From an optimization exercise on the open Yosys and OpenROAD flow, aimed at small area and a short achievable clock period; shortcuts taken in it are not production practice.
The RTL was checked by simulation tests, not by an equivalence proof against the original design.
Power figures rest on the tool's default switching activity, not on a simulated workload.

// cpu
module cpu(
    input Clk,
    input Reset,
    input [7:2] HWInt,
    output [3:0] Be,
    input [31:0] PrRD,
    output [31:2] PrAddr,
    output [31:0] PrWD,
    output PrWe,
    output [31:0] IMAddr,
    input [31:0] IMRD,
    input [31:0] DMRD
    );
Size in the first run: about 1600 flip-flops, roughly 200 I/O pins, ~79000 µm² of cells after synthesis.
Settings: LEC_CHECK=0, CAP_MARGIN=20, CORE_MARGIN=2, CORE_UTILIZATION=40, CTS_CLUSTER_DIAMETER=60, CTS_CLUSTER_SIZE=30, PLACE_DENSITY=0.7, SLEW_MARGIN=20; clock period 10.0 ns.
standard.sh (not shown) runs the stock make flow with config.mk's settings and CLKGATE_MAP_FILE= SYNTH_SCRIPT=/design/flow/synth_recipe.tcl, a recipe that flattens the netlist after the stock synthesis.
==> flow/flow/run.sh <==
#!/bin/bash
# Layout flow: the standard ORFS flow (standard.sh: unchanged synthesis,
# floorplan, power grid, placement, CTS and routing) with two changes:
#  - the port buffers that placement inserts on every input and output are
#    buf_2 cells instead of the default clkdlybuf4s50 delay cells;
#  - timing repair aims at a setup slack of 5.25 ns (SETUP_SLACK_MARGIN) at
#    the design's clock period, to leave room for routing.
# The full make output goes to standard_flow.log; ORFS keeps each step's log
# under orfs/logs/.
set -euo pipefail
export BUFFER_PORTS_ARGS="-buffer_cell sky130_fd_sc_hd__buf_2"
export SETUP_SLACK_MARGIN=5.25
bash standard.sh > standard_flow.log 2>&1
The baseline produced a clean layout.
Next try:
--- a/flow/flow/run.sh
+++ b/flow/flow/run.sh
@@ -6 +6 @@
-#  - timing repair aims at a setup slack of 5.25 ns (SETUP_SLACK_MARGIN) at
+#  - timing repair aims at a setup slack of 5.5 ns (SETUP_SLACK_MARGIN) at
@@ -12 +12 @@
-export SETUP_SLACK_MARGIN=5.25
+export SETUP_SLACK_MARGIN=5.5
- PLACE_DENSITY: 0.7 -> unset
What happened: Wire length came out higher by 3.5%; via count climbs by 0.45%; power climbs by 5.2%; cell area grows by 2.9%; setup slack is better by 0.085 ns; non-clock buffer count is higher by 99; global-route usage goes up by 1.4 points; clock-buffer cell count grows by 29; combinational power goes up by 4.4%; hold slack barely changes; register-to-register slack improves by 0.09 ns.
Next try:
--- a/flow/flow/run.sh
+++ b/flow/flow/run.sh
@@ -6 +6 @@
-#  - timing repair aims at a setup slack of 5.5 ns (SETUP_SLACK_MARGIN) at
+#  - timing repair aims at a setup slack of 5.25 ns (SETUP_SLACK_MARGIN) at
@@ -12 +12 @@
-export SETUP_SLACK_MARGIN=5.5
+export SETUP_SLACK_MARGIN=5.25
- CTS_CLUSTER_DIAMETER: 60 -> unset
- CTS_CLUSTER_SIZE: 30 -> unset
The changed run finished with timing, DRC and antenna clean.
Design area shrinks by 0.53%.
Final cell count stays flat.
Via count grows by 0.66%.
Worst setup slack gets worse by 0.039 ns.
Routed wire length stays flat.
Synthesized area stays the same.
Sequential share of layout area grows by 0.21 points.
Critical path depth grows by 5.
Total power grows by 2.6%.
Synthesized cell count stays the same.
Next try:
- CTS_CLUSTER_DIAMETER: unset -> 60
- CTS_CLUSTER_SIZE: unset -> 30
Power goes down by 4.4%; via count falls by 0.95%; die area stays the same; critical path depth went down by 4; utilization is lower by 0.45 points.


the baseline:
cpu, a different RTL version from the one above (not shown whole).
For scale: ~9300 cells after synthesis, about 1700 flip-flops, ~97000 um^2 of cells after synthesis.
make LEC_CHECK=0 CAP_MARGIN=20 CORE_MARGIN=2 CORE_UTILIZATION=40 SETUP_SLACK_MARGIN=4 SLEW_MARGIN=20 finish   # period 10.0 ns
run.sh (not shown) runs the stock make flow with config.mk's settings and CLKGATE_MAP_FILE= SYNTH_SCRIPT=/design/flow/synth_recipe.tcl, a recipe that flattens the netlist after the stock synthesis.
Stock flow here: none of the scripts above is used.
What the candidate does differently from the baseline at the input level:
-- flow/config.mk --
<<< the baseline, line 10
export CORE_UTILIZATION = 40
export SETUP_SLACK_MARGIN = 4
export SLEW_MARGIN = 20
>>> the candidate, line 10
export CORE_UTILIZATION = 40
export SLEW_MARGIN = 20
Notes after the runs:
- Taking the baseline as the reference point, the routed wire length of the candidate falls by 6.4%.
- Diff the baseline -> the candidate | leakage power summed over all cells | down by a little under 10%
- Run comparison: the baseline startpoint of the worst setup timing path pipeline_dp.m.IRW[15]; the candidate startpoint of the worst setup timing path pipeline_dp.m.IRW[20]
- Between the baseline and the candidate, the flow reports routed length on met3 decreasing by more than 10%.
- The candidate vs the baseline on largest stage delay on the critical path: the candidate is the higher one.
- Of the candidate and the baseline, the run reporting the lower source-to-sink clock delay at the later pin of the worst-skew pair was the candidate.
- Worst hold slack delta (the baseline -> the candidate): insignificant
- Against the baseline, the final cell area of the candidate is lower.
- Of the candidate and the baseline, the run reporting the lower routed length on met2 was the candidate.
- NOTE HPWL reported at the end of detailed placement the baseline->the candidate decreased slightly

==> port drivers added, routing unchanged <==
Ports are ideal in the flow. The routed layouts listed here were re-timed in OpenROAD. Step 1: set_driving_cell puts a clkbuf_16 on Clk and a buf_2 on each other input, an assumption about the parent block. Step 2, shift: input delay + t, output delay - t, t = (earliest + latest rising clock arrival at the registers) / 2. This alone moves slack from input paths to output paths. a / b / c = ideal ports / drivers / drivers and shift; a / b = the first two.
run	t, ns	setup slack, ns	clock arrival spread, ns	slew at the worst register clock pin (ns)
the first run of note 1	0.900	4.848 / 4.848 / 4.509	0.112 / 0.112	0.11 / 0.11
the second run of note 1	0.917	4.933 / 4.933 / 4.654	0.071 / 0.071	0.11 / 0.11
the third run of note 1	0.960	4.895 / 4.895 / 4.598	0.066 / 0.066	0.07 / 0.07
the fourth run of note 1	0.947	4.968 / 4.968 / 4.665	0.069 / 0.069	0.11 / 0.11
the baseline	0.965	1.989 / 1.989 / 1.989	0.092 / 0.092	0.07 / 0.07
the candidate	0.966	0.429 / 0.429 / 0.429	0.074 / 0.075	0.07 / 0.07
After both steps setup and hold are still met in every run listed. For the first run of note 1, which loses most, drivers alone change the setup slack by 0.000 ns; drivers and shift together by -0.339 ns.
